This design comes from an exercise in tuning for small area, a short achievable clock period and few clock cycles per item on the open sky130 flow, not from production work.
Function was not checked in any run shown here: the RTL went through the layout flow alone.
Power is estimated from default activity; no workload was simulated.

--- design/flow/config.mk ---
export PLATFORM = sky130hd
export DESIGN_NAME = ECC_ENC_DEC
export DESIGN_NICKNAME = ECC_ENC_DEC
export VERILOG_FILES = /design/flow/design.v
export SDC_FILE = /design/flow/constraint.sdc
export NUM_CORES = 4
export LEC_CHECK = 0
export CAP_MARGIN = 20
export CORE_MARGIN = 2
export CORE_UTILIZATION = 40
export CTS_CLUSTER_DIAMETER = 100
export CTS_CLUSTER_SIZE = 25
export SETUP_SLACK_MARGIN = 2.9
export SLEW_MARGIN = 20
--- design/flow/constraint.sdc ---
create_clock -name core_clock -period 5.0 [get_ports {clk}]
set_input_delay 1.0000 -clock core_clock [delete_from_list [all_inputs] [get_ports {clk}]]
set_output_delay 1.0000 -clock core_clock [all_outputs]
set_load 0.01 [all_outputs]
--- design/flow/design.v ---
`resetall
`timescale 1ns/10ps
module ECC_ENC_DEC
#(
parameter DATA_WIDTH = 32,
parameter AMBA_ADDR_WIDTH = 20,
parameter AMBA_WORD = 32
)
(
input wire clk,
input wire rst,
input wire [AMBA_ADDR_WIDTH-1:0] PADDR,
input wire [AMBA_WORD-1:0] PWDATA,
input wire PENABLE,
           PSEL,
           PWRITE,
output reg [AMBA_WORD-1:0] PRDATA,
output reg [DATA_WIDTH-1:0] data_out,
output reg operation_done,
output reg [1:0] num_of_errors
);
reg [31:0] CTRL_REG, DATA_IN_REG, CODEWORD_WIDTH_REG, NOISE_REG;
wire wr = PSEL & PENABLE & PWRITE;
wire [3:0] we = {wr & (PADDR[3:2] == 2'b11), wr & (PADDR[3:2] == 2'b10),
                 wr & (PADDR[3:2] == 2'b01), wr & (PADDR[3:2] == 2'b00)};
always @(posedge clk or negedge rst) begin : regs
  if (!rst) begin
    DATA_IN_REG <= 32'd0; CODEWORD_WIDTH_REG[1:0] <= 2'd0; NOISE_REG <= 32'd0;
  end else begin
    if (we[1]) DATA_IN_REG <= PWDATA;
    if (we[2]) CODEWORD_WIDTH_REG[1:0] <= PWDATA[1:0];
    if (we[3]) NOISE_REG <= PWDATA;
  end
end
reg clr_n;
always @(posedge clk or negedge rst) begin : clear_ctl
  if (!rst) clr_n <= 1'b0;
  else clr_n <= 1'b1;
end
wire [31:0] wdata = PWDATA & {32{clr_n}};
always @(posedge clk) begin : regs_rb
  if (we[0] | ~clr_n) CTRL_REG <= wdata;
  if (we[2] | ~clr_n) CODEWORD_WIDTH_REG[31:2] <= wdata[31:2];
end
always @(posedge clk or negedge rst) begin : done_reg
  if (!rst) operation_done <= 1'b0;
  else operation_done <= we[0];
end
always @(posedge clk) begin : rd
  case (PADDR[3:2])
    2'b00: PRDATA <= CTRL_REG;
    2'b01: PRDATA <= DATA_IN_REG;
    2'b10: PRDATA <= CODEWORD_WIDTH_REG;
    default: PRDATA <= NOISE_REG;
  endcase
end
wire wS = ~CODEWORD_WIDTH_REG[1] & ~CODEWORD_WIDTH_REG[0];
wire wM = ~CODEWORD_WIDTH_REG[1] &  CODEWORD_WIDTH_REG[0];
wire wL =  CODEWORD_WIDTH_REG[1];
wire cS = wS, cM = wM, cL = wL;
wire [31:0] D = DATA_IN_REG;
wire [31:0] N = NOISE_REG;
wire ea0 = D[0];
wire eb0 = D[0];
wire eg0 = ea0;
wire ee0 = D[0];
wire ea1 = (D[1] ^ D[3]);
wire eb1 = (D[2] ^ D[3]);
wire eg1 = (ea1 ^ D[2]);
wire ee1 = (D[1] ^ D[2]);
wire ea2 = (D[4] ^ D[6]);
wire eb2 = (D[5] ^ D[6]);
wire eg2 = (ea2 ^ D[5]);
wire ee2 = (D[4] ^ D[5]);
wire ea3 = (D[8] ^ D[10]);
wire eb3 = (D[9] ^ D[10]);
wire eg3 = ((ea3 ^ D[9]) ^ D[7]);
wire ee3 = (D[7] ^ D[10]);
wire ea4 = (D[11] ^ D[13]);
wire eb4 = (D[12] ^ D[13]);
wire eg4 = (ea4 ^ D[12]);
wire ee4 = (D[11] ^ D[12]);
wire ea5 = (D[15] ^ D[17]);
wire eb5 = (D[16] ^ D[17]);
wire eg5 = ((ea5 ^ D[16]) ^ D[14]);
wire ee5 = (D[14] ^ D[17]);
wire ea6 = (D[19] ^ D[21]);
wire eb6 = (D[20] ^ D[21]);
wire eg6 = ((ea6 ^ D[20]) ^ D[18]);
wire ee6 = (D[18] ^ D[21]);
wire ea7 = (D[23] ^ D[25]);
wire eb7 = (D[24] ^ D[25]);
wire eg7 = ((ea7 ^ D[24]) ^ D[22]);
wire ee7 = (D[23] ^ D[24]);
wire eS0 = (ea0 ^ ea1);
wire eM0 = eS0 ^ (ea2 ^ ea3);
wire eL0 = ((((D[0] ^ D[1]) ^ (D[3] ^ D[4])) ^ ((D[6] ^ D[8]) ^ (D[10] ^ D[11]))) ^ (((D[13] ^ D[15]) ^ (D[17] ^ D[19])) ^ ((D[21] ^ D[23]) ^ D[25])));
wire eS1 = (eb0 ^ eb1);
wire eM1 = eS1 ^ (eb2 ^ eb3);
wire eL1 = ((((D[0] ^ D[2]) ^ (D[3] ^ D[5])) ^ ((D[6] ^ D[9]) ^ (D[10] ^ D[12]))) ^ (((D[13] ^ D[16]) ^ (D[17] ^ D[20])) ^ ((D[21] ^ D[24]) ^ D[25])));
wire eS2 = eg1;
wire eM2 = eS2 ^ eg3;
wire eL2 = ((((D[1] ^ D[2]) ^ (D[3] ^ D[7])) ^ ((D[8] ^ D[9]) ^ (D[10] ^ D[14]))) ^ (((D[15] ^ D[16]) ^ (D[17] ^ D[22])) ^ ((D[23] ^ D[24]) ^ D[25])));
wire eS3 = 1'b0;
wire eM3 = eS3 ^ (eg2 ^ eg3);
wire eL3 = ((((D[4] ^ D[5]) ^ (D[6] ^ D[7])) ^ ((D[8] ^ D[9]) ^ (D[10] ^ D[18]))) ^ (((D[19] ^ D[20]) ^ (D[21] ^ D[22])) ^ ((D[23] ^ D[24]) ^ D[25])));
wire eS4 = 1'b0;
wire eM4 = eS4 ^ 1'b0;
wire eL4 = ((((D[11] ^ D[12]) ^ (D[13] ^ D[14])) ^ ((D[15] ^ D[16]) ^ (D[17] ^ D[18]))) ^ (((D[19] ^ D[20]) ^ (D[21] ^ D[22])) ^ ((D[23] ^ D[24]) ^ D[25])));
wire pS = (ee0 ^ ee1);
wire pM = pS ^ (ee2 ^ ee3);
wire pL = ((((D[0] ^ D[1]) ^ (D[2] ^ D[4])) ^ ((D[5] ^ D[7]) ^ (D[10] ^ D[11]))) ^ (((D[12] ^ D[14]) ^ (D[17] ^ D[18])) ^ ((D[21] ^ D[23]) ^ D[24])));
wire [4:0] encC = wS ? {2'b00, eS2, eS1, eS0} : wM ? {1'b0, eM3, eM2, eM1, eM0} : {eL4, eL3, eL2, eL1, eL0};
wire encP = wS ? pS : wM ? pM : pL;
wire d0a0 = D[4];
wire d0b0 = D[4];
wire d0g0 = d0a0;
wire d0e0 = D[4];
wire d0a1 = (D[5] ^ D[7]);
wire d0b1 = (D[6] ^ D[7]);
wire d0g1 = (d0a1 ^ D[6]);
wire d0e1 = (D[5] ^ D[6]);
wire sD0_0 = (d0a0 ^ d0a1) ^ D[0];
wire sD0_1 = (d0b0 ^ d0b1) ^ D[1];
wire sD0_2 = d0g1 ^ D[2];
wire d1a0 = D[5];
wire d1b0 = D[5];
wire d1g0 = d1a0;
wire d1e0 = D[5];
wire d1a1 = (D[6] ^ D[8]);
wire d1b1 = (D[7] ^ D[8]);
wire d1g1 = (d1a1 ^ D[7]);
wire d1e1 = (D[6] ^ D[7]);
wire d1a2 = (D[9] ^ D[11]);
wire d1b2 = (D[10] ^ D[11]);
wire d1g2 = (d1a2 ^ D[10]);
wire d1e2 = (D[9] ^ D[10]);
wire d1a3 = (D[13] ^ D[15]);
wire d1b3 = (D[14] ^ D[15]);
wire d1g3 = ((d1a3 ^ D[14]) ^ D[12]);
wire d1e3 = (D[12] ^ D[15]);
wire sD1_0 = ((d1a0 ^ d1a1) ^ (d1a2 ^ d1a3)) ^ D[0];
wire sD1_1 = ((d1b0 ^ d1b1) ^ (d1b2 ^ d1b3)) ^ D[1];
wire sD1_2 = (d1g1 ^ d1g3) ^ D[2];
wire sD1_3 = (d1g2 ^ d1g3) ^ D[3];
wire d2a0 = D[6];
wire d2b0 = D[6];
wire d2g0 = d2a0;
wire d2e0 = D[6];
wire d2a1 = (D[7] ^ D[9]);
wire d2b1 = (D[8] ^ D[9]);
wire d2g1 = (d2a1 ^ D[8]);
wire d2e1 = (D[7] ^ D[8]);
wire d2a2 = (D[10] ^ D[12]);
wire d2b2 = (D[11] ^ D[12]);
wire d2g2 = (d2a2 ^ D[11]);
wire d2e2 = (D[10] ^ D[11]);
wire d2a3 = (D[14] ^ D[16]);
wire d2b3 = (D[15] ^ D[16]);
wire d2g3 = ((d2a3 ^ D[15]) ^ D[13]);
wire d2e3 = (D[13] ^ D[16]);
wire d2a4 = (D[17] ^ D[19]);
wire d2b4 = (D[18] ^ D[19]);
wire d2g4 = (d2a4 ^ D[18]);
wire d2e4 = (D[17] ^ D[18]);
wire d2a5 = (D[21] ^ D[23]);
wire d2b5 = (D[22] ^ D[23]);
wire d2g5 = ((d2a5 ^ D[22]) ^ D[20]);
wire d2e5 = (D[20] ^ D[23]);
wire d2a6 = (D[25] ^ D[27]);
wire d2b6 = (D[26] ^ D[27]);
wire d2g6 = ((d2a6 ^ D[26]) ^ D[24]);
wire d2e6 = (D[24] ^ D[27]);
wire d2a7 = (D[29] ^ D[31]);
wire d2b7 = (D[30] ^ D[31]);
wire d2g7 = ((d2a7 ^ D[30]) ^ D[28]);
wire d2e7 = (D[29] ^ D[30]);
wire sD2_0 = (((d2a0 ^ d2a1) ^ (d2a2 ^ d2a3)) ^ ((d2a4 ^ d2a5) ^ (d2a6 ^ d2a7))) ^ D[0];
wire sD2_1 = (((d2b0 ^ d2b1) ^ (d2b2 ^ d2b3)) ^ ((d2b4 ^ d2b5) ^ (d2b6 ^ d2b7))) ^ D[1];
wire sD2_2 = ((d2g1 ^ d2g3) ^ (d2g5 ^ d2g7)) ^ D[2];
wire sD2_3 = ((d2g2 ^ d2g3) ^ (d2g6 ^ d2g7)) ^ D[3];
wire sD2_4 = ((d2g4 ^ d2g5) ^ (d2g6 ^ d2g7)) ^ D[4];
wire qD0 = (((D[0] ^ D[1]) ^ (D[2] ^ D[3])) ^ ((D[4] ^ D[5]) ^ (D[6] ^ D[7])));
wire qD1 = (((D[8] ^ D[9]) ^ (D[10] ^ D[11])) ^ ((D[12] ^ D[13]) ^ (D[14] ^ D[15])));
wire qD2 = ((((D[16] ^ D[17]) ^ (D[18] ^ D[19])) ^ ((D[20] ^ D[21]) ^ (D[22] ^ D[23]))) ^ (((D[24] ^ D[25]) ^ (D[26] ^ D[27])) ^ ((D[28] ^ D[29]) ^ (D[30] ^ D[31]))));
wire [4:0] synD = wS ? {2'b00, sD0_2, sD0_1, sD0_0} : wM ? {1'b0, sD1_3, sD1_2, sD1_1, sD1_0} : {sD2_4, sD2_3, sD2_2, sD2_1, sD2_0};
wire parDa = wL ? (qD0 ^ qD1) : qD0;
wire parDb = wS ? 1'b0 : wM ? qD1 : qD2;
wire n0a0 = N[4];
wire n0b0 = N[4];
wire n0g0 = n0a0;
wire n0e0 = N[4];
wire n0a1 = (N[5] ^ N[7]);
wire n0b1 = (N[6] ^ N[7]);
wire n0g1 = (n0a1 ^ N[6]);
wire n0e1 = (N[5] ^ N[6]);
wire sN0_0 = (n0a0 ^ n0a1) ^ N[0];
wire sN0_1 = (n0b0 ^ n0b1) ^ N[1];
wire sN0_2 = n0g1 ^ N[2];
wire n1a0 = N[5];
wire n1b0 = N[5];
wire n1g0 = n1a0;
wire n1e0 = N[5];
wire n1a1 = (N[6] ^ N[8]);
wire n1b1 = (N[7] ^ N[8]);
wire n1g1 = (n1a1 ^ N[7]);
wire n1e1 = (N[6] ^ N[7]);
wire n1a2 = (N[9] ^ N[11]);
wire n1b2 = (N[10] ^ N[11]);
wire n1g2 = (n1a2 ^ N[10]);
wire n1e2 = (N[9] ^ N[10]);
wire n1a3 = (N[13] ^ N[15]);
wire n1b3 = (N[14] ^ N[15]);
wire n1g3 = ((n1a3 ^ N[14]) ^ N[12]);
wire n1e3 = (N[12] ^ N[15]);
wire sN1_0 = ((n1a0 ^ n1a1) ^ (n1a2 ^ n1a3)) ^ N[0];
wire sN1_1 = ((n1b0 ^ n1b1) ^ (n1b2 ^ n1b3)) ^ N[1];
wire sN1_2 = (n1g1 ^ n1g3) ^ N[2];
wire sN1_3 = (n1g2 ^ n1g3) ^ N[3];
wire n2a0 = N[6];
wire n2b0 = N[6];
wire n2g0 = n2a0;
wire n2e0 = N[6];
wire n2a1 = (N[7] ^ N[9]);
wire n2b1 = (N[8] ^ N[9]);
wire n2g1 = (n2a1 ^ N[8]);
wire n2e1 = (N[7] ^ N[8]);
wire n2a2 = (N[10] ^ N[12]);
wire n2b2 = (N[11] ^ N[12]);
wire n2g2 = (n2a2 ^ N[11]);
wire n2e2 = (N[10] ^ N[11]);
wire n2a3 = (N[14] ^ N[16]);
wire n2b3 = (N[15] ^ N[16]);
wire n2g3 = ((n2a3 ^ N[15]) ^ N[13]);
wire n2e3 = (N[13] ^ N[16]);
wire n2a4 = (N[17] ^ N[19]);
wire n2b4 = (N[18] ^ N[19]);
wire n2g4 = (n2a4 ^ N[18]);
wire n2e4 = (N[17] ^ N[18]);
wire n2a5 = (N[21] ^ N[23]);
wire n2b5 = (N[22] ^ N[23]);
wire n2g5 = ((n2a5 ^ N[22]) ^ N[20]);
wire n2e5 = (N[20] ^ N[23]);
wire n2a6 = (N[25] ^ N[27]);
wire n2b6 = (N[26] ^ N[27]);
wire n2g6 = ((n2a6 ^ N[26]) ^ N[24]);
wire n2e6 = (N[24] ^ N[27]);
wire n2a7 = (N[29] ^ N[31]);
wire n2b7 = (N[30] ^ N[31]);
wire n2g7 = ((n2a7 ^ N[30]) ^ N[28]);
wire n2e7 = (N[29] ^ N[30]);
wire sN2_0 = (((n2a0 ^ n2a1) ^ (n2a2 ^ n2a3)) ^ ((n2a4 ^ n2a5) ^ (n2a6 ^ n2a7))) ^ N[0];
wire sN2_1 = (((n2b0 ^ n2b1) ^ (n2b2 ^ n2b3)) ^ ((n2b4 ^ n2b5) ^ (n2b6 ^ n2b7))) ^ N[1];
wire sN2_2 = ((n2g1 ^ n2g3) ^ (n2g5 ^ n2g7)) ^ N[2];
wire sN2_3 = ((n2g2 ^ n2g3) ^ (n2g6 ^ n2g7)) ^ N[3];
wire sN2_4 = ((n2g4 ^ n2g5) ^ (n2g6 ^ n2g7)) ^ N[4];
wire qN0 = (((N[0] ^ N[1]) ^ (N[2] ^ N[3])) ^ ((N[4] ^ N[5]) ^ (N[6] ^ N[7])));
wire qN1 = (((N[8] ^ N[9]) ^ (N[10] ^ N[11])) ^ ((N[12] ^ N[13]) ^ (N[14] ^ N[15])));
wire qN2 = ((((N[16] ^ N[17]) ^ (N[18] ^ N[19])) ^ ((N[20] ^ N[21]) ^ (N[22] ^ N[23]))) ^ (((N[24] ^ N[25]) ^ (N[26] ^ N[27])) ^ ((N[28] ^ N[29]) ^ (N[30] ^ N[31]))));
wire [4:0] synN = wS ? {2'b00, sN0_2, sN0_1, sN0_0} : wM ? {1'b0, sN1_3, sN1_2, sN1_1, sN1_0} : {sN2_4, sN2_3, sN2_2, sN2_1, sN2_0};
wire parNa = wL ? (qN0 ^ qN1) : qN0;
wire parNb = wS ? 1'b0 : wM ? qN1 : qN2;
reg [4:0] sD, sN, cE;
reg pDa, pDb, pNa, pNb, pE;
reg [1:0] mode;
reg ddec, nfc;    
always @(posedge clk) begin : stage1
  sD <= synD; pDa <= parDa; pDb <= parDb;
  sN <= synN; pNa <= parNa; pNb <= parNb;
  cE <= encC; pE <= encP;
  mode <= PWDATA[1:0];    
  ddec <= ~PWDATA[1] & PWDATA[0];
  nfc <= ~PWDATA[1];
end
wire m_dec = ~mode[1] & mode[0];
wire m_fc  =  mode[1];
wire [4:0] s = ({5{m_dec}} & sD) | ({5{m_fc}} & sN);
wire p = (m_dec & (pDa ^ pDb)) | (m_fc & (pNa ^ pNb));
wire [1:0] nof = {~p & (|s), p};
wire d_dec = ddec, d_fc = ~nfc;
wire sD_ = ~d_dec & cS, sM_ = ~d_dec & cM, sL_ = ~d_dec & cL;       
wire dA = d_dec, dB = d_dec & ~cS, dC = d_dec & cL;                   
wire fA = d_fc, fB = d_fc & ~cS, fC = d_fc & cL;                      
wire [31:0] x;
assign x[0] = ((sD_ & cE[0]) | (sM_ & cE[0]) | (sL_ & cE[0]) | (dA & D[0])) ^ (fA & N[0]);
assign x[1] = ((sD_ & cE[1]) | (sM_ & cE[1]) | (sL_ & cE[1]) | (dA & D[1])) ^ (fA & N[1]);
assign x[2] = ((sD_ & cE[2]) | (sM_ & cE[2]) | (sL_ & cE[2]) | (dA & D[2])) ^ (fA & N[2]);
assign x[3] = ((sD_ & pE) | (sM_ & cE[3]) | (sL_ & cE[3]) | (dA & D[3])) ^ (fA & N[3]);
assign x[4] = ((sD_ & D[0]) | (sM_ & pE) | (sL_ & cE[4]) | (dA & D[4])) ^ (fA & N[4]);
assign x[5] = ((sD_ & D[1]) | (sM_ & D[0]) | (sL_ & pE) | (dA & D[5])) ^ (fA & N[5]);
assign x[6] = ((sD_ & D[2]) | (sM_ & D[1]) | (sL_ & D[0]) | (dA & D[6])) ^ (fA & N[6]);
assign x[7] = ((sD_ & D[3]) | (sM_ & D[2]) | (sL_ & D[1]) | (dA & D[7])) ^ (fA & N[7]);
assign x[8] = ((sM_ & D[3]) | (sL_ & D[2]) | (dB & D[8])) ^ (fB & N[8]);
assign x[9] = ((sM_ & D[4]) | (sL_ & D[3]) | (dB & D[9])) ^ (fB & N[9]);
assign x[10] = ((sM_ & D[5]) | (sL_ & D[4]) | (dB & D[10])) ^ (fB & N[10]);
assign x[11] = ((sM_ & D[6]) | (sL_ & D[5]) | (dB & D[11])) ^ (fB & N[11]);
assign x[12] = ((sM_ & D[7]) | (sL_ & D[6]) | (dB & D[12])) ^ (fB & N[12]);
assign x[13] = ((sM_ & D[8]) | (sL_ & D[7]) | (dB & D[13])) ^ (fB & N[13]);
assign x[14] = ((sM_ & D[9]) | (sL_ & D[8]) | (dB & D[14])) ^ (fB & N[14]);
assign x[15] = ((sM_ & D[10]) | (sL_ & D[9]) | (dB & D[15])) ^ (fB & N[15]);
assign x[16] = ((sL_ & D[10]) | (dC & D[16])) ^ (fC & N[16]);
assign x[17] = ((sL_ & D[11]) | (dC & D[17])) ^ (fC & N[17]);
assign x[18] = ((sL_ & D[12]) | (dC & D[18])) ^ (fC & N[18]);
assign x[19] = ((sL_ & D[13]) | (dC & D[19])) ^ (fC & N[19]);
assign x[20] = ((sL_ & D[14]) | (dC & D[20])) ^ (fC & N[20]);
assign x[21] = ((sL_ & D[15]) | (dC & D[21])) ^ (fC & N[21]);
assign x[22] = ((sL_ & D[16]) | (dC & D[22])) ^ (fC & N[22]);
assign x[23] = ((sL_ & D[17]) | (dC & D[23])) ^ (fC & N[23]);
assign x[24] = ((sL_ & D[18]) | (dC & D[24])) ^ (fC & N[24]);
assign x[25] = ((sL_ & D[19]) | (dC & D[25])) ^ (fC & N[25]);
assign x[26] = ((sL_ & D[20]) | (dC & D[26])) ^ (fC & N[26]);
assign x[27] = ((sL_ & D[21]) | (dC & D[27])) ^ (fC & N[27]);
assign x[28] = ((sL_ & D[22]) | (dC & D[28])) ^ (fC & N[28]);
assign x[29] = ((sL_ & D[23]) | (dC & D[29])) ^ (fC & N[29]);
assign x[30] = ((sL_ & D[24]) | (dC & D[30])) ^ (fC & N[30]);
assign x[31] = ((sL_ & D[25]) | (dC & D[31])) ^ (fC & N[31]);
wire [31:0] fix;
assign fix[0] = p & ((cS & (s == 5'd1)) | (cM & (s == 5'd1)) | (cL & (s == 5'd1)));
assign fix[1] = p & ((cS & (s == 5'd2)) | (cM & (s == 5'd2)) | (cL & (s == 5'd2)));
assign fix[2] = p & ((cS & (s == 5'd4)) | (cM & (s == 5'd4)) | (cL & (s == 5'd4)));
assign fix[3] = p & ((cS & (s == 5'd0)) | (cM & (s == 5'd8)) | (cL & (s == 5'd8)));
assign fix[4] = p & ((cS & (s == 5'd3)) | (cM & (s == 5'd0)) | (cL & (s == 5'd16)));
assign fix[5] = p & ((cS & (s == 5'd5)) | (cM & (s == 5'd3)) | (cL & (s == 5'd0)));
assign fix[6] = p & ((cS & (s == 5'd6)) | (cM & (s == 5'd5)) | (cL & (s == 5'd3)));
assign fix[7] = p & ((cS & (s == 5'd7)) | (cM & (s == 5'd6)) | (cL & (s == 5'd5)));
assign fix[8] = p & ((cM & (s == 5'd7)) | (cL & (s == 5'd6)));
assign fix[9] = p & ((cM & (s == 5'd9)) | (cL & (s == 5'd7)));
assign fix[10] = p & ((cM & (s == 5'd10)) | (cL & (s == 5'd9)));
assign fix[11] = p & ((cM & (s == 5'd11)) | (cL & (s == 5'd10)));
assign fix[12] = p & ((cM & (s == 5'd12)) | (cL & (s == 5'd11)));
assign fix[13] = p & ((cM & (s == 5'd13)) | (cL & (s == 5'd12)));
assign fix[14] = p & ((cM & (s == 5'd14)) | (cL & (s == 5'd13)));
assign fix[15] = p & ((cM & (s == 5'd15)) | (cL & (s == 5'd14)));
assign fix[16] = p & ((cL & (s == 5'd15)));
assign fix[17] = p & ((cL & (s == 5'd17)));
assign fix[18] = p & ((cL & (s == 5'd18)));
assign fix[19] = p & ((cL & (s == 5'd19)));
assign fix[20] = p & ((cL & (s == 5'd20)));
assign fix[21] = p & ((cL & (s == 5'd21)));
assign fix[22] = p & ((cL & (s == 5'd22)));
assign fix[23] = p & ((cL & (s == 5'd23)));
assign fix[24] = p & ((cL & (s == 5'd24)));
assign fix[25] = p & ((cL & (s == 5'd25)));
assign fix[26] = p & ((cL & (s == 5'd26)));
assign fix[27] = p & ((cL & (s == 5'd27)));
assign fix[28] = p & ((cL & (s == 5'd28)));
assign fix[29] = p & ((cL & (s == 5'd29)));
assign fix[30] = p & ((cL & (s == 5'd30)));
assign fix[31] = p & ((cL & (s == 5'd31)));
always @(posedge clk) begin : stage2
  data_out <= x ^ fix;
  num_of_errors <= nof;
end
endmodule
--- design/flow/flow/run.sh ---
#!/bin/bash
# The standard layout (standard.sh), with two changes to the cells it may use:
#  - the port buffers are buf_1 cells instead of the delay cell buffer_ports picks by default;
#  - the 3-input XOR/XNOR cells are added to the platform's don't-use list, so that
#    synthesis and repair build the parity trees from 2-input XOR/XNOR cells.
set -euo pipefail
export BUFFER_PORTS_ARGS="-buffer_cell sky130_fd_sc_hd__buf_1"
DU=$(make -s -C "$FLOW_HOME" DESIGN_CONFIG="$PWD/config.mk" WORK_HOME="$PWD/orfs" print-DONT_USE_CELLS 2> print.log | sed -n 's/^DONT_USE_CELLS: //p')
[ -n "$DU" ]
DU="$DU sky130_fd_sc_hd__xnor3_1 sky130_fd_sc_hd__xnor3_2 sky130_fd_sc_hd__xnor3_4 sky130_fd_sc_hd__xor3_1 sky130_fd_sc_hd__xor3_2 sky130_fd_sc_hd__xor3_4"
echo "DONT_USE_CELLS=$DU" > dont_use.txt
bash standard.sh DONT_USE_CELLS="$DU" finish > standard.log 2>&1
--- design/flow/standard.sh ---
#!/bin/bash
# synth_recipe.tcl (not shown) runs the flow's synth.tcl, then flattens the netlist and writes it again
# the make line also repeats each setting of config.mk as NAME=value (left out here)
make -C /OpenROAD-flow-scripts/flow DESIGN_CONFIG=/design/flow/config.mk WORK_HOME=/design/flow/orfs CLKGATE_MAP_FILE= SYNTH_SCRIPT=/design/flow/synth_recipe.tcl "${@:-finish}"
==> flow_summary.ini, run 1 <==
[worst_setup_path]
cp_num_buf_inv = 1
crit_path_max_fanout = 15
crit_chain = buf_1 > nand3_1 > nor3b_2 > nand2b_4
required_ps = 5150
endpoint_kind = register
rr_endpoint = sN[2]$_DFF_P_
r2r_slack_ps = 2970
cp_slowest_cell = nor3b_2
arrival_ps = 2290
startpoint_type = primary input
reg2reg_depth = 7
crit_end = CODEWORD_WIDTH_REG[12]$_DFFE_PP_
crit_type = primary input to register
crit_family = simple AND/OR/NAND/NOR gates
critPathMaxStageDelay_ps = 490
startpoint = PWRITE
reg2reg_from = NOISE_REG[23]$_DFFE_PN0P_
worst-path-stages = 4

[power]
ir_drop_uv = 289
power_density_nw_per_um2 = 618
power_leakage_nw = 4.48

[cts]
cts_made_buffers = 12
cts_tree = done
cts_root_buf = clkbuf_16
cts.hold.buffers_added = 0
cts_num_sinks = 220
clk_latency_ps = 480
path_clk_slew_ps = 100
cts.path.max_buffers = 3
htreeDepth = 1

[sta]
finalClockSkew_ps = 20.2
tns_ps = 0
layout_setup_ws_ps = 2860
min_period_ps = 2140
finalMaxSlewViolations = 0
hold_viol_final = 0
rsz0062_at_grt = yes
max_slew.worst_pin.slew_ps = 722
hold_ws_ps = 560
timing.final.crit_share = 0.429
setup_viol = 0
fmax_mhz = 466
slew_headroom = 0.519

[global_route]
grt_max_degree = 41
grt_pass1_wl_mm = 41.7
grt_overflow = 0
grt_pass1_vias = 6788
grtUsageTotal = 0.190
antenna_found_initial = 0

[floorplanning]
num_rows = 61
dieArea_sq_um = 29500
die_y_um = 172
core_sq_um = 27700
start_util = 0.406
die_w_um = 172
io_pins = 124

[synth]
synth_top_area_frac = 0.166
synth_seq_cells = 220
synthDistinctLibCells = 49
synth_flop_cell = dfxtp_1
synth.net_count = 1001
netlist_instances = 944
async_flop_share = 0.309
synthTopCellsByCount = 202 x xnor2_1, 90 x dfxtp_1, 68 x dfrtp_1
yosys_warnings = 1
ys_seq_area_frac = 0.477
synth_area_leaders = edfxtp_1 17%, dfxtp_1 16%, xnor2_1 16%
yosysTopAreaCell = edfxtp_1
syn-mean-instance-area_sq_um = 11.9
synth_edf_count = 62
yosysMostFrequentCell = xnor2_1
syn_area_sq_um = 11200

[final_layout]
syn_to_final_growth_pct = 12.0
nets = 1069
final_cells = 1396
antenna-diode-count = 0
drive_gt1_frac = 0.172

[place]
hpwlAfterDp_mm = 19.5
port_buffers = 105
place_congestion = 0.856
place_ws_ps = 1860
placedCellCount = 1372

[route]
dr.pass1.iters = 5
ant_nets = 0
routedWlPerCell_um = 20.0
drtIter0Drc = 430
via_count = 6959
finalWirelength_mm = 27.9
post_drt_via_cell_ratio = 4.98
drc = 0

[flow_run]
drv_cap = 0

[run_status]
status = complete, no violations

[hold_path]
hp-class = primary input to async pin
## stage by stage
| stage | area (sq um) | total power [W] | utilization |
|---|---|---|---|
| 2_1_floorplan | 11300 | 0.00568 | - |
| 3_3_place_gp | 11900 | 0.00655 | 0.431 |
| 3_5_place_dp | 11900 | 0.00657 | 0.431 |
| 4_1_cts | 12400 | 0.00771 | 0.448 |
| 5_1_grt | 12600 | 0.00827 | 0.454 |
| 6_report | 12600 | 0.00778 | 0.454 |
## placed cells by master, fill, tap and decap left out, types with 13 or more instances in the layout
master	Yosys	layout
nor2b_1	24	23
clkbuf_16	0	13
xnor2_1	202	189
nand2_1	52	52
xor2_1	45	44
buf_1	6	102
nand2b_1	23	21
mux4_2	31	31
dfrtp_1	68	57
o21ai_0	18	17
nor2_1	35	34
dfxtp_1	90	88
mux2_2	64	64
and2_1	36	36
edfxtp_1	62	62
a21oi_1	17	17
mux2i_1	29	28
xnor2_2	8	17
## per-layer routing
layer | track usage | wire length (um)
met2 | 0.299 | 12700
met5 | 0 | 0
met1 | 0.276 | 13300
met3 | 0.0246 | 1360
met4 | 0.0472 | 616
## state kept, by name, indices dropped and copies added (netlist names), 2 cells and up
signal              cells
CODEWORD_WIDTH_REG     32
CTRL_REG               32
DATA_IN_REG            32
NOISE_REG              32
PRDATA                 32
data_out               32
cE                      5
sD                      5
sN                      5
mode                    2
num_of_errors           2
## timing repair
| item | 4_1_cts | 5_1_grt |
|---|---|---|
| gates cloned | 1 | 1 |
| resized for setup | 19 | 29 |
| pin swaps | 1 | 1 |
| buffers inserted | 0 | 2 |
| setup endpoints to repair | 173 | 91 |
## report_power, final
group          total [W]  internal [W]  switching [W]  leakage [nW]
clock            0.00110      0.000538       0.000563         0.181
sequential       0.00275       0.00228       0.000475          2.18
combinational    0.00393       0.00196        0.00197          2.12
## worst min path at each step
| stage | cells past startpoint | slack [ps] | endpoint | startpoint |
|---|---|---|---|---|
| final | 1 | 560 | NOISE_REG[6]$_DFFE_PN0P_ | rst |
| after global routing | 1 | 580 | PRDATA[8]$_DFF_P_ | CTRL_REG[8]$_DFFE_PP_ |
| after CTS | 1 | 560 | PRDATA[29]$_DFF_P_ | CTRL_REG[29]$_DFFE_PP_ |
| after detailed placement | 1 | 540 | PRDATA[29]$_DFF_P_ | CTRL_REG[29]$_DFFE_PP_ |
| after global placement | 1 | 540 | PRDATA[5]$_DFF_P_ | CTRL_REG[5]$_DFFE_PP_ |
| after floorplan | 1 | 510 | sN[0]$_DFF_P_ | NOISE_REG[0]$_DFFE_PN0P_ |
## layout make-up
class	instances	area, sq um
clock inverter	1	30.0
multi-input combinational	657	5810
inverter	2	7.51
fill	2613	15100
timing repair buffer	119	529
sequential	220	5390
tap	378	473
clock buffer	19	348
## kinds of logic after synthesis
kind of cell / Yosys count / share of synthesized area
XOR/XNOR: 257 / 0.208
flip-flops: 220 / 0.477
AND/OR/NAND/NOR: 190 / 0.0864
multiplexers: 125 / 0.154
AO/OA/AOI/OAI: 82 / 0.0481
buffers and inverters: 69 / 0.0257
other: 1 / 0.000334
==> inputs of run 2 (changes only) <==
--- a/design/flow/design.v
+++ b/design/flow/design.v
@@ -22,5 +22,12 @@
 reg [31:0] CTRL_REG, DATA_IN_REG, CODEWORD_WIDTH_REG, NOISE_REG;
-wire wr = PSEL & PENABLE & PWRITE;
-wire [3:0] we = {wr & (PADDR[3:2] == 2'b11), wr & (PADDR[3:2] == 2'b10),
-                 wr & (PADDR[3:2] == 2'b01), wr & (PADDR[3:2] == 2'b00)};
+reg [3:0] we;
+always @(posedge clk or negedge rst) begin : wr_decode
+  if (!rst) we <= 4'd0;
+  else begin
+    we[0] <= PSEL & ~PENABLE & PWRITE & (PADDR[3:2] == 2'b00);
+    we[1] <= PSEL & ~PENABLE & PWRITE & (PADDR[3:2] == 2'b01);
+    we[2] <= PSEL & ~PENABLE & PWRITE & (PADDR[3:2] == 2'b10);
+    we[3] <= PSEL & ~PENABLE & PWRITE & (PADDR[3:2] == 2'b11);
+  end
+end
 always @(posedge clk or negedge rst) begin : regs
@@ -96,18 +103,18 @@
 wire eM0 = eS0 ^ (ea2 ^ ea3);
-wire eL0 = ((((D[0] ^ D[1]) ^ (D[3] ^ D[4])) ^ ((D[6] ^ D[8]) ^ (D[10] ^ D[11]))) ^ (((D[13] ^ D[15]) ^ (D[17] ^ D[19])) ^ ((D[21] ^ D[23]) ^ D[25])));
+wire eL0 = eM0 ^ ((ea4 ^ ea5) ^ (ea6 ^ ea7));
 wire eS1 = (eb0 ^ eb1);
 wire eM1 = eS1 ^ (eb2 ^ eb3);
-wire eL1 = ((((D[0] ^ D[2]) ^ (D[3] ^ D[5])) ^ ((D[6] ^ D[9]) ^ (D[10] ^ D[12]))) ^ (((D[13] ^ D[16]) ^ (D[17] ^ D[20])) ^ ((D[21] ^ D[24]) ^ D[25])));
+wire eL1 = eM1 ^ ((eb4 ^ eb5) ^ (eb6 ^ eb7));
 wire eS2 = eg1;
 wire eM2 = eS2 ^ eg3;
-wire eL2 = ((((D[1] ^ D[2]) ^ (D[3] ^ D[7])) ^ ((D[8] ^ D[9]) ^ (D[10] ^ D[14]))) ^ (((D[15] ^ D[16]) ^ (D[17] ^ D[22])) ^ ((D[23] ^ D[24]) ^ D[25])));
+wire eL2 = eM2 ^ (eg5 ^ eg7);
 wire eS3 = 1'b0;
 wire eM3 = eS3 ^ (eg2 ^ eg3);
-wire eL3 = ((((D[4] ^ D[5]) ^ (D[6] ^ D[7])) ^ ((D[8] ^ D[9]) ^ (D[10] ^ D[18]))) ^ (((D[19] ^ D[20]) ^ (D[21] ^ D[22])) ^ ((D[23] ^ D[24]) ^ D[25])));
+wire eL3 = eM3 ^ (eg6 ^ eg7);
 wire eS4 = 1'b0;
 wire eM4 = eS4 ^ 1'b0;
-wire eL4 = ((((D[11] ^ D[12]) ^ (D[13] ^ D[14])) ^ ((D[15] ^ D[16]) ^ (D[17] ^ D[18]))) ^ (((D[19] ^ D[20]) ^ (D[21] ^ D[22])) ^ ((D[23] ^ D[24]) ^ D[25])));
+wire eL4 = eM4 ^ ((eg4 ^ eg5) ^ (eg6 ^ eg7));
 wire pS = (ee0 ^ ee1);
 wire pM = pS ^ (ee2 ^ ee3);
-wire pL = ((((D[0] ^ D[1]) ^ (D[2] ^ D[4])) ^ ((D[5] ^ D[7]) ^ (D[10] ^ D[11]))) ^ (((D[12] ^ D[14]) ^ (D[17] ^ D[18])) ^ ((D[21] ^ D[23]) ^ D[24])));
+wire pL = pM ^ ((ee4 ^ ee5) ^ (ee6 ^ ee7));
 wire [4:0] encC = wS ? {2'b00, eS2, eS1, eS0} : wM ? {1'b0, eM3, eM2, eM1, eM0} : {eL4, eL3, eL2, eL1, eL0};
==> run 2 against run 1 <==
  * Still clean on timing, DRC and antenna
  * Clock-buffer cell count is 1 higher
  * Register-to-register slack worse by 90 ps
  * Critical endpoint is now sD[3]$_SDFF_PN0_
  * Clock power hardly changed
  * Synthesized cell count is 11% higher
==> flow_summary.ini, run 2 <==
[floorplanning]
start_util = 0.404
io_pins = 124
core_sq_um = 29400
num_rows = 63
dieArea_sq_um = 31100
die_w_um = 176
die_y_um = 176

[synth]
yosysTopAreaCell = edfxtp_1
synthDistinctLibCells = 66
yosys_warnings = 1
synth_simple_gate_area_frac = 0.117
syn-mean-instance-area_sq_um = 11.3
synthAdderAreaFrac = 0
synth_flop_cell = dfxtp_1
synth_seq_cells = 224
syn_area_sq_um = 11900
synth_edf_count = 62
synth.net_count = 1108
synthTopCellsByCount = 187 x xnor2_1, 90 x dfxtp_1, 72 x dfrtp_1
synthMuxAreaShare = 0.144
netlist_instances = 1051
synth_compound_area_frac = 0.0574
ys_seq_area_frac = 0.460
yosysMostFrequentCell = xnor2_1
synth_top_family_by_area = XOR/XNOR gates
async_flop_share = 0.321
synth_xor_area_frac = 0.189
synth_top_area_frac = 0.157
synth_area_leaders = edfxtp_1 16%, dfrtp_1 15%, dfxtp_1 15%

[cts]
cts.hold.buffers_added = 0
htreeDepth = 1
cts_root_buf = clkbuf_16
cts_made_buffers = 12
cts_num_sinks = 224
clk_latency_ps = 500
path_clk_slew_ps = 100
cts_tree = done
cts.path.max_buffers = 3

[worst_setup_path]
reg2reg_from = DATA_IN_REG[14]$_DFFE_PN0P_
crit_path_max_fanout = 6
crit_type = register to register
arrival_ps = 2490
r2r_slack_ps = 2880
crit_chain = xnor2_4 > buf_4 > xnor2_4 > xnor2_2 > xnor2_1 > xnor2_1 > o22ai_1
rr_endpoint = sD[3]$_SDFF_PN0_
cp_slowest_cell = dfrtp_4
crit_end = sD[3]$_SDFF_PN0_
endpoint_kind = register
critPathMaxStageDelay_ps = 560
startpoint = DATA_IN_REG[14]$_DFFE_PN0P_
required_ps = 5370
startpoint_type = register
reg2reg_depth = 7

[sta]
hold_viol_final = 0
fmax_mhz = 472
tns_ps = 0
max_slew.worst_pin.slew_ps = 970
rsz0062_at_grt = yes
min_period_ps = 2120
timing.final.crit_share = 0.423
finalMaxSlewViolations = 0
slew_headroom = 0.353
finalClockSkew_ps = 21.9
setup_viol = 0

[run_status]
status = complete, no violations

[flow_run]
drv_cap = 0

[route]
via_count = 8108
dr.pass1.iters = 8
finalWirelength_mm = 31.6
routedWlPerCell_um = 20.7
ant_nets = 0
post_drt_via_cell_ratio = 5.32
drtIter0Drc = 661
drc = 0

[global_route]
grt_pass1_wl_mm = 47.4
grt_pass1_vias = 7678
grtUsageTotal = 0.202
antenna_found_initial = 0
grt_overflow = 0
grt_max_degree = 51

[power]
p_total_w = 0.00801
ir_drop_uv = 261
power_density_nw_per_um2 = 600
power_leakage_nw = 4.84

[place]
place_congestion = 0.880
hpwlAfterDp_mm = 22.0
port_buffers = 105

[final_layout]
nets = 1185
syn_to_final_growth_pct = 12.4
n_fill_cell = 2782
final_common_cell = xnor2_1
layout_common_cells = 171 x xnor2_1, 102 x buf_1, 89 x dfxtp_1, 69 x nand2_1, 62 x edfxtp_1
drive_gt1_frac = 0.193
antenna-diode-count = 0

[hold_path]
min_path_cells = 0
hp-class = register to register
-- run 2: kinds of logic (layout without fill, tap and decap cells) --
group | count (synthesis) | count (layout)
AO/OA/AOI/OAI | 110 | 110
XOR/XNOR | 240 | 240
buffers and inverters | 84 | 167
flip-flops | 224 | 224
multiplexers | 123 | 123
other | 1 | 1
AND/OR/NAND/NOR | 269 | 269
-- run 2: where the power goes --
group | internal (W) | switching [W] | total [W]
clock | 0.000488 | 0.000597 | 0.00109
sequential | 0.00228 | 0.000537 | 0.00282
combinational | 0.00195 | 0.00215 | 0.00410
-- run 2: area by class of cell --
cell class,count,area [sq um],area share
repair buffers,136,653,0.0489
well taps,390,488,0.0366
clock buffers,20,352,0.0263
inverters,11,42.5,0.00319
multi-input cells,743,6300,0.472
flip-flops and latches,224,5500,0.412
-- run 2: worst min path at each step --
stage / to / from
finish: operation_done$_DFF_PN0_ / we[0]$_DFF_PN0_
CTS: operation_done$_DFF_PN0_ / we[0]$_DFF_PN0_
global placement: operation_done$_DFF_PN0_ / we[0]$_DFF_PN0_
global route: operation_done$_DFF_PN0_ / we[0]$_DFF_PN0_
detailed placement: operation_done$_DFF_PN0_ / we[0]$_DFF_PN0_
floorplan: operation_done$_DFF_PN0_ / we[0]$_DFF_PN0_
-- run 2: stage by stage --
step                 util  area [sq um]  hold slack [ps]  setup slack [ps]  cells
global placement    0.426         12500              383              2500   1485
detailed placement  0.426         12500              386              2500   1485
finish              0.454         13300              403              2880   1524
CTS                 0.443         13000              410              2840   1509
floorplan               -         11900              346              2880   1051
global route        0.454         13300              411              2830   1524
-- run 2: worst max-delay path: cells and delay by family, from the launching register on --
family / cells / cell delay (ps)
flip-flops: 1 / 560
buffers and inverters: 1 / 160
AO/OA/AOI/OAI: 1 / 310
XOR/XNOR: 5 / 960
-- run 2: repair_timing --
action,CTS,global route
pin swaps,3,6
endpoints found under the hold margin,0,0
resized for setup,30,49
cloned,0,0
endpoints found under the setup margin,39,39
buffers inserted,4,15
-- run 2: metal layers --
layer / global-route usage / wire (um) / up-vias
li1: - / - / 3765
met1: 0.293 / 14300 / 4046
met5: 0 / 0 / -
met4: 0.0520 / 777 / 0
met3: 0.0245 / 1750 / 33
met2: 0.320 / 14700 / 264
==> inputs of run 3 (changes only) <==
--- a/design/flow/config.mk
+++ b/design/flow/config.mk
@@ -12,3 +12,3 @@
 export CTS_CLUSTER_SIZE = 25
-export SETUP_SLACK_MARGIN = 2.9
+export SETUP_SLACK_MARGIN = 2.95
 export SLEW_MARGIN = 20
==> run 3 against run 2 <==
  * Maximum frequency up 4.0%
  * Via count increased by 0.54%
  * Total power increased by 1.6%
  * Die area did not move
  * Design area rose by 1.8%
  * Synthesized cell count unchanged
  * Critical path type unchanged
  * Critical endpoint is now data_out[15]$_DFF_P_
==> flow_summary.ini, run 3 <==
[run_status]
status = complete, no violations

[synth]
synth_xor_area_frac = 0.189
ys_seq_area_frac = 0.460
async_flop_share = 0.321
syn-mean-instance-area_sq_um = 11.3
synth_top_area_frac = 0.157
synthAdderAreaFrac = 0
synth_top_family_by_area = XOR/XNOR gates
synth_flop_cell = dfxtp_1
synth_compound_area_frac = 0.0574
synth_area_leaders = edfxtp_1 16%, dfrtp_1 15%, dfxtp_1 15%
synthDistinctLibCells = 66
synth_simple_gate_area_frac = 0.117
yosys_warnings = 1
synth_edf_count = 62
synth.net_count = 1108
synthMuxAreaShare = 0.144
syn_area_sq_um = 11900
yosysMostFrequentCell = xnor2_1
yosysTopAreaCell = edfxtp_1
netlist_instances = 1051
synth_seq_cells = 224
synthTopCellsByCount = 187 x xnor2_1, 90 x dfxtp_1, 72 x dfrtp_1

[worst_setup_path]
critPathMaxStageDelay_ps = 350
startpoint = ddec$_DFF_P_
crit_path_max_fanout = 36
cp_num_buf_inv = 2
arrival_ps = 2450
crit_family = buffers and inverters
rr_endpoint = data_out[15]$_DFF_P_
crit_chain = buf_8 > clkinv_2 > nand2_2 > o22ai_1 > a21oi_1 > xor2_1 > xnor2_1
cp_slowest_cell = dfxtp_1
reg2reg_from = ddec$_DFF_P_
crit_type = register to register
startpoint_type = register
required_ps = 5410
r2r_slack_ps = 2960
endpoint_kind = register
reg2reg_depth = 7

[final_layout]
nets = 1207
n_fill_cell = 2749
stdcell_area_sq_um = 13600
antenna-diode-count = 0
layout_common_cells = 170 x xnor2_1, 102 x buf_1, 88 x dfxtp_1, 68 x nand2_1, 62 x edfxtp_1
final_common_cell = xnor2_1
syn_to_final_growth_pct = 14.4
drive_gt1_frac = 0.215

[floorplanning]
io_pins = 124
die_y_um = 176
dieArea_sq_um = 31100
start_util = 0.404
num_rows = 63
die_w_um = 176
core_sq_um = 29400

[global_route]
grt_pass1_wl_mm = 48.0
antenna_found_initial = 0
grtUsageTotal = 0.203
grt_max_degree = 41
grt_pass1_vias = 7802
grt_overflow = 0

[place]
place_area_sq_um = 12500
port_buffers = 105
place_congestion = 0.908
hpwlAfterDp_mm = 22.3

[sta]
finalMaxSlewViolations = 0
rsz0062_at_grt = yes
min_period_ps = 2040
hold_viol_final = 0
tns_ps = 0
max_slew.worst_pin.slew_ps = 870
fmax_mhz = 491
hold_ws_ps = 402
slew_headroom = 0.420
finalClockSkew_ps = 18.7
timing.final.crit_share = 0.407
setup_viol = 0

[flow_run]
drv_cap = 0

[power]
power_density_nw_per_um2 = 599
p_total_w = 0.00814
ir_drop_uv = 311
power_leakage_nw = 4.96

[route]
drc = 0
post_drt_via_cell_ratio = 5.27
finalWirelength_mm = 31.7
dr.pass1.iters = 5
ant_nets = 0
routedWlPerCell_um = 20.5
via_count = 8152
drtIter0Drc = 601

[cts]
cts_made_buffers = 12
cts_tree = done
path_clk_slew_ps = 100
cts.path.max_buffers = 3
cts_num_sinks = 224
clk_latency_ps = 490
htreeDepth = 1
cts_root_buf = clkbuf_16

[hold_path]
min_path_cells = 0
holdCritStartpoint = we[0]$_DFF_PN0_
holdPathEnd = operation_done$_DFF_PN0_
hp-class = register to register
run 3: changes by cell type in the layout (fill, tap and decap cells not counted), sizes merged:
cell,before,now
clkbuf,22,21
buf,134,157
inv,10,9
clkinvlp,0,1
run 3: how the worst max path moves through the flow:
stage          cells after the start                    to  slack [ps]
5_1_grt                            7         sD[2]$_DFF_P_        2880
4_1_cts                            6  data_out[12]$_DFF_P_        2890
2_1_floorplan                      3    PRDATA[12]$_DFF_P_        2960
3_5_place_dp                       3    PRDATA[21]$_DFF_P_        2140
3_3_place_gp                       3    PRDATA[26]$_DFF_P_        2140
6_report                           7  data_out[15]$_DFF_P_        2960
run 3: metal layers:
metal,share of wire,vias up,global-route usage
met3,0.054,61,0.0239
met1,0.45,4022,0.291
met5,0,-,0
li1,-,3816,-
met4,0.034,0,0.0623
met2,0.46,253,0.322
run 3: power breakdown:
group,internal (W),switching [W]
combinational,0.00205,0.00221
sequential,0.00228,0.000510
clock,0.000488,0.000596
total,0.00483,0.00331
run 3: logic make-up (layout without fill, tap and decap cells):
group | count (synthesis) | after routing
mux | 123 | 123
simple gates | 269 | 269
other cells | 1 | 1
compound gates | 110 | 110
buf+inv | 84 | 189
xor+xnor | 240 | 240
flops | 224 | 224
run 3: cell type report:
type / count / area (sq um) / share of cell area
multi-input cells: 743 / 6360 / 0.468
clock buffers: 20 / 352 / 0.0259
well taps: 390 / 488 / 0.0359
flip-flops and latches: 224 / 5500 / 0.405
inverters: 11 / 46.3 / 0.00341
repair buffers: 158 / 833 / 0.0613
run 3: per-stage QoR:
stage                     cells  worst slack [ps]  utilization
after global routing       1546              2880        0.462
final                      1546              2960        0.462
after floorplan            1051              2960            -
after detailed placement   1486              2140        0.426
after global placement     1486              2140        0.426
after CTS                  1520              2890        0.446
run 3: what timing repair did:
| item | CTS | global route |
|---|---|---|
| pin swaps | 9 | 12 |
| gates resized for setup | 35 | 53 |
| gates cloned | 0 | 0 |
| setup endpoints to repair | 63 | 42 |
| hold buffers | 0 | 0 |
| hold endpoints to repair | 0 | 0 |
| setup buffers | 14 | 26 |

==> static timing again, ports no longer ideal <==
In the flow no input, the clock included, has a driving cell. The finished layouts below were timed again as built, in two steps. Step 1, drivers: a clkbuf_16 drives clk and a buf_2 each remaining input, both assumed. Step 2 moves the port delays by t, midway between the first and last clock arrival at a register: inputs arrive t later, outputs are due t later. That takes back most of the time a late clock gives input paths. Three values: no drivers, after step 1, after step 2; two values: the first two.
run	t (ns)	setup slack, ns	hold slack, ns
run 1	0.522	2.856 / 2.882 / 2.360	0.560 / 0.540 / 0.560
run 2	0.537	2.883 / 2.883 / 2.545	0.403 / 0.403 / 0.403
run 3	0.534	2.964 / 2.928 / 2.569	0.402 / 0.402 / 0.402
After both steps setup and hold are still met in every run listed. For run 1, which loses most, drivers alone change the setup slack by +0.026 ns; drivers and shift together by -0.496 ns.
